What follows belongs to an exercise in optimizing a design on an open flow for small area; a production flow would make more cautious choices. In this exercise RTL edits were held to simulation tests only and were not proved equivalent to the original. No activity file was given, so power comes from the tool's default toggle rates.

==> v23: inputs <==
Design CPU, start of the top module:
module CPU (
    input                   [ 0 : 0]            clk,
    input                   [ 0 : 0]            rst,
    input                   [ 0 : 0]            global_en,
    output                  [31 : 0]            imem_raddr,
    input                   [31 : 0]            imem_rdata,
    input                   [31 : 0]            dmem_rdata,
    output                  [ 0 : 0]            dmem_we,
    output                  [31 : 0]            dmem_addr,
    output                  [31 : 0]            dmem_wdata,
    output                  [ 0 : 0]            commit,
    output                  [31 : 0]            commit_pc,
    output                  [31 : 0]            commit_inst,
    output                  [ 0 : 0]            commit_halt,
    output                  [ 0 : 0]            commit_reg_we,
    output                  [ 4 : 0]            commit_reg_wa,
    output                  [31 : 0]            commit_reg_wd,
    output                  [ 0 : 0]            commit_dmem_we,
    output                  [31 : 0]            commit_dmem_wa,
    output                  [31 : 0]            commit_dmem_wd,
    input                   [ 4 : 0]            debug_reg_ra,
    output                  [31 : 0]            debug_reg_rd
);
==> module PC, before the edit <==
module PC (
    input               clk,
    input               rst,
    input               en,
    output reg [31:2]   cpc,
    output     [31:2]   pc
);
    assign pc = cpc + 30'd1;
    always @(posedge clk) begin
        if (rst)
            cpc <= 30'h000FFFFF;
        else if (en)
            cpc <= pc;
    end
endmodule
export LEC_CHECK = 0
export CAP_MARGIN = 20
export CORE_MARGIN = 2
export CORE_UTILIZATION = 40
export CTS_CLUSTER_DIAMETER = 80
export CTS_CLUSTER_SIZE = 30
export SLEW_MARGIN = 20
export SYNTH_HIERARCHICAL = 1
create_clock -name core_clock -period 9.0 [get_ports {clk}]
run.sh (not shown) runs the stock make flow with config.mk's settings and CLKGATE_MAP_FILE= SYNTH_SCRIPT=/design/flow/synth_recipe.tcl, a recipe that flattens the netlist after the stock synthesis.
==> v3 (differences from v23) <==
--- a/flow/design.v
+++ b/flow/design.v
@@ -145,9 +145,21 @@
 );
-    assign pc = cpc + 30'd1;
-    always @(posedge clk) begin
-        if (rst)
-            cpc <= 30'h000FFFFF;
-        else if (en)
-            cpc <= pc;
-    end
+    wire [29:0] q = cpc;
+    wire [30:0] c;           
+    assign c[0] = 1'b1;
+    genvar i;
+    generate
+        for (i = 0; i < 30; i = i + 1) begin : b
+            if (i % 4 == 0)
+                assign c[i+1] = c[i] & q[i];
+            else
+                assign c[i+1] = c[i - (i % 4)] & (&q[i:i - (i % 4)]);
+        end
+    endgenerate
+    assign pc = q ^ c[29:0];
+    wire [29:0] C = 30'h000FFFFF;
+    wire        le = rst | en;
+    wire [29:0] d = rst ? C : pc;
+    always @(posedge clk)
+        if (le)
+            cpc <= d;
 endmodule
--- a/flow/config.mk
+++ b/flow/config.mk
@@ -8,5 +8,6 @@
 export CAP_MARGIN = 20
+export CELL_PAD_IN_SITES_DETAIL_PLACEMENT = 1
 export CORE_MARGIN = 2
 export CORE_UTILIZATION = 40
-export CTS_CLUSTER_DIAMETER = 80
+export CTS_CLUSTER_DIAMETER = 70
 export CTS_CLUSTER_SIZE = 30
==> summary.txt <==
Run status: v3 finished clean; v23 finished clean
Minimum setup slack among reg-to-reg paths: v3 2.46 ns; v23 2.39 ns
Mean routed wirelength per cell: v3 44.42 um; v23 41.83 um
Effective utilization at floorplan: v3 40.31%; v23 40.43%
Reg2Reg Launch Point: v3 pc_u.cpc[2]; v23 pc_u.cpc[4]
Met2 routed WL: v3 110200 um; v23 106200 um
R2r worst-path depth: v3 26; v23 22
P_clk: v3 4.27 mW; v23 3.41 mW
Util after Layout: v3 48.25%; v23 48.36%
Placed wire-length estimate after detailed placement: v3 181800 um; v23 174500 um
Total power per unit cell area: v3 210.7 nW/um^2; v23 204.8 nW/um^2
Multi-input combinational area share: v3 32.99%; v23 33.11%
Number of global-route vias before repair: v3 46.58k; v23 43.89k
Met1 global-route usage: v3 47.09%; v23 45.94%
Non-filler instance count after layout: v3 6065; v23 6230
Post-DR vias/cell: v3 8.136; v23 7.825
Clock distribution area overhead in the final layout: v3 4.908%; v23 3.488%
Post-Place Worst Slack: v3 0.03631 ns; v23 0.3632 ns
Final Routed Wirelength: v3 269400 um; v23 260600 um
Area of the multi-input gates: v3 20950 um^2; v23 21100 um^2
Sequential Power Share: v3 46.2%; v23 47.7%
Via Count: v3 49.35k; v23 48.75k
Met2 Usage GRT: v3 54.59%; v23 51.75%
